From an optimization exercise on the open Yosys and OpenROAD flow, aimed at small area and a short achievable clock period; shortcuts taken in it are not production practice. In this exercise RTL edits were held to simulation tests only and were not proved equivalent to the original.

Setup of harbor:
Design cpu, start of the top module:
module cpu(
    input clk,
    input reset,
    input [31:0] instruction_from_icache,
    input busywait_from_icache,
    input [31:0] data_from_dcache,
    input busywait_from_dcache,
    output [31:0] address_to_icache,
    output [31:0] reg0_output,reg1_output,reg2_output,reg3_output,reg4_output,reg5_output,reg6_output,
    output dcache_read,
    output dcache_write,
    output [31:0] dcache_address,
    output [31:0] dcache_writedata
  );
Size: ~19,000 cells after synthesis, ~1,500 flip-flops, roughly 0.15 mm^2 of cells after synthesis.
export LEC_CHECK = 0
export ABC_AREA = 1
export CAP_MARGIN = 35
export CORE_MARGIN = 2
export CORE_UTILIZATION = 30
export PLACE_DENSITY = 0.5
export SLEW_MARGIN = 35
create_clock -name core_clock -period 120.0 [get_ports {clk}]
run.sh (not shown) runs the stock make flow with config.mk's settings and CLKGATE_MAP_FILE= SYNTH_SCRIPT=/design/flow/synth_recipe.tcl, a recipe that flattens the netlist after the stock synthesis.
Here is what was changed in the inputs of ember compared with harbor.
diff --git a/flow/design.v b/flow/design.v
--- a/flow/design.v
+++ b/flow/design.v
@@ -1394,18 +1394,18 @@
     input busywait_from_dcache,
     output [31:0] address_to_icache,
     output [31:0] reg0_output,reg1_output,reg2_output,reg3_output,reg4_output,reg5_output,reg6_output,
     output dcache_read,
     output dcache_write,
     output [31:0] dcache_address,
     output [31:0] dcache_writedata
   );
-  localparam K1 = 5;
-  localparam K2 = 6;
+  localparam K1 = 4;
+  localparam K2 = 7;
   localparam Q1 = 1;
   localparam Q2 = 1;
   wire stall = busywait_from_icache | busywait_from_dcache;
   wire bj;
   wire [31:0] bj_addr;
   reg [31:0] pc;
   always @(posedge clk or posedge reset)
     if (reset) pc <= 32'hFFFFFFFC;
Results
- The run showing the smaller finished layout cell area is ember.
- Area used by sequential logic in the layout across harbor and ember: no real change.
- Initial standard-cell utilization of the core delta (harbor -> ember): insignificant
- Die size: ember is under harbor
- Going from harbor to ember, synthesis-to-finish area growth did not really move, via count of the first global-routing pass went down.
- ember vs harbor — number of cells on the critical path dropped by a little under 10%
- Between ember and harbor, it is ember whose wire length on met1 is lower, by 6.1%.

========
## lane 4
Another version of the RTL of cpu (not shown whole).
Size: about 1500 flip-flops, roughly 390 I/O pins, ~150000 um2 of cells after synthesis.
## cpu
module cpu(
    input clk,
    input reset,
    input [31:0] instruction_from_icache,
    input busywait_from_icache,
    input [31:0] data_from_dcache,
    input busywait_from_dcache,
    output [31:0] address_to_icache,
    output [31:0] reg0_output,reg1_output,reg2_output,reg3_output,reg4_output,reg5_output,reg6_output,
    output dcache_read,
    output dcache_write,
    output [31:0] dcache_address,
    output [31:0] dcache_writedata
  );
  localparam K1 = 5;
  localparam K2 = 6;
  localparam Q1 = 1;
  localparam Q2 = 1;
  wire stall = busywait_from_icache | busywait_from_dcache;
  wire bj;
  wire [31:0] bj_addr;
  reg [31:0] pc;
  always @(posedge clk or posedge reset)
    if (reset) pc <= 32'hFFFFFFFC;
    else if (!stall) pc <= bj ? bj_addr : pc + 32'd4;
  assign address_to_icache = pc;
  reg [31:0] ir;
  reg ir_v;
  always @(posedge clk or posedge reset)
    if (reset) ir_v <= 1'b0;
    else if (bj) ir_v <= 1'b0;
    else if (!stall) ir_v <= 1'b1;
  reg [31:0] ra1_oh, ra2_oh;
  always @(posedge clk)
    if (!stall) begin
      ir <= instruction_from_icache;
      ra1_oh <= 32'd1 << instruction_from_icache[19:15];
      ra2_oh <= 32'd1 << instruction_from_icache[24:20];
    end
  wire [6:0] opc = ir[6:0];
  wire [2:0] f3 = ir[14:12];
  wire [6:0] f7 = ir[31:25];
  wire is_lui   = opc == 7'b0110111;
  wire is_auipc = opc == 7'b0010111;
  wire is_jal   = opc == 7'b1101111;
  wire is_jalr  = opc == 7'b1100111;
  wire is_br    = opc == 7'b1100011;
  wire is_ld    = opc == 7'b0000011;
  wire is_st    = opc == 7'b0100011;
  wire is_opi   = opc == 7'b0010011;
  wire is_op    = opc == 7'b0110011;
  wire is_m     = is_op & (f7 == 7'b0000001);
  wire is_div   = is_m & f3[2];
  wire d_we = ir_v & (is_lui | is_auipc | is_jal | is_jalr | is_ld | is_opi | is_op);
  wire d_mr = ir_v & is_ld;
  wire d_mw = ir_v & is_st;
  wire d_br = ir_v & is_br;
  wire d_jp = ir_v & (is_jal | is_jalr);
  wire [1:0] d_rsel = is_lui ? 2'd1 : (is_jal | is_jalr) ? 2'd3 : (is_op & is_m) ? 2'd0 : 2'd2;
  wire d_in1 = is_auipc | is_jal;
  wire d_in2 = is_auipc | is_jal | is_jalr | is_ld | is_st | is_opi;
  wire d_cpl = is_br | (is_op & f7[5]);
  wire [2:0] d_aluop = (is_opi | is_op) ? f3 : 3'd0;
  ...
Settings: LEC_CHECK=0, ABC_AREA=1, CAP_MARGIN=35, CORE_MARGIN=2, CORE_UTILIZATION=30, CTS_BUF_LIST=sky130_fd_sc_hd__clkbuf_8, CTS_CLUSTER_DIAMETER=70, CTS_CLUSTER_SIZE=14, PLACE_DENSITY=0.5, SLEW_MARGIN=35; clock period 120.0 ns.
Relative to lane 4, the following input files were edited for lane 3:
--- a/flow/design.v
+++ b/flow/design.v
@@ -127,13 +127,14 @@
   input         xneg, ds, dz, one, selr,
   output [31:0] res
 );
   wire sub = xneg ^ ds;
   wire [34:0] dpe = {{2{dp[32]}}, dp};
   wire [34:0] r1 = rs + rc;
-  wire [34:0] r2 = rs + rc + (dpe ^ {35{sub}}) + {34'd0, sub};
+  wire [34:0] dpa = sub ? -dpe : dpe;
+  wire [34:0] r2 = rs + rc + dpa;
   wire zero = ~|r1;
   wire corr = xneg ? (~r1[34] & ~zero) : r1[34];
   wire [34:0] rf = corr ? r2 : r1;
   wire [34:0] rsh = $signed(rf) >>> s;
   reg [31:0] p, n;
   integer k;
@@ -1407,13 +1408,13 @@
     output dcache_write,
     output [31:0] dcache_address,
     output [31:0] dcache_writedata
   );
   localparam K1 = 5;
   localparam K2 = 6;
-  localparam Q1 = 1;
+  localparam Q1 = 0;
   localparam Q2 = 1;
   wire stall = busywait_from_icache | busywait_from_dcache;
   wire bj;
   wire [31:0] bj_addr;
   reg [31:0] pc;
   always @(posedge clk or posedge reset)
@@ -1423,19 +1424,16 @@
   reg [31:0] ir;
   reg ir_v;
   always @(posedge clk or posedge reset)
     if (reset) ir_v <= 1'b0;
     else if (bj) ir_v <= 1'b0;
     else if (!stall) ir_v <= 1'b1;
-  reg [31:0] ra1_oh, ra2_oh;
   always @(posedge clk)
-    if (!stall) begin
-      ir <= instruction_from_icache;
-      ra1_oh <= 32'd1 << instruction_from_icache[19:15];
-      ra2_oh <= 32'd1 << instruction_from_icache[24:20];
-    end
+    if (!stall) ir <= instruction_from_icache;
+  wire [31:0] ra1_oh = 32'd1 << ir[19:15];
+  wire [31:0] ra2_oh = 32'd1 << ir[24:20];
   wire [6:0] opc = ir[6:0];
   wire [2:0] f3 = ir[14:12];
   wire [6:0] f7 = ir[31:25];
   wire is_lui   = opc == 7'b0110111;
   wire is_auipc = opc == 7'b0010111;
   wire is_jal   = opc == 7'b1101111;
## What came out
Cell count shrinks slightly when moving from lane 4 to lane 3.
Worst setup skew after layout: lane 3 vs lane 4 up 0.053 ns
The higher number of cells on the critical path of lane 3 and lane 4 is in lane 4.
Lane 3 against lane 4: clock slew seen by the registers of the worst setup and hold paths level; DRC marker count from the first detailed-route iteration moved up; register-to-register slack moved down.
In the reports for lane 3 and lane 4, the smaller number of clock sinks belongs to lane 3.

==> separate check: timing with driven ports <==
The results above use ideal ports. As a check the final layouts listed here were re-extracted and re-timed, cells and wires unchanged.
Step 1 (the two cells are an assumption about what drives the block):
set clk [get_ports {clk}]
set_driving_cell -lib_cell sky130_fd_sc_hd__clkbuf_16 $clk
set_driving_cell -lib_cell sky130_fd_sc_hd__buf_2 [delete_from_list [all_inputs] $clk]
Step 2 times the ports against the registers' clock, not the clock port: input delays grow and output delays shrink by t, the midpoint of the rising clock arrivals with the driver on.
a / b / c = no drivers / after step 1 / after step 2; a / b = the first two.
run | shift t [ns] | setup WS [ns] | worst setup path after step 2
harbor | 1.014 | 90.359 / 90.359 / 90.359 | register to register
ember | 1.012 | 89.413 / 89.413 / 89.413 | register to register
lane 4 | 1.228 | 90.073 / 90.073 / 90.073 | register to register
lane 3 | 1.113 | 89.238 / 89.238 / 89.238 | register to register
After both steps every run listed still meets setup and hold.
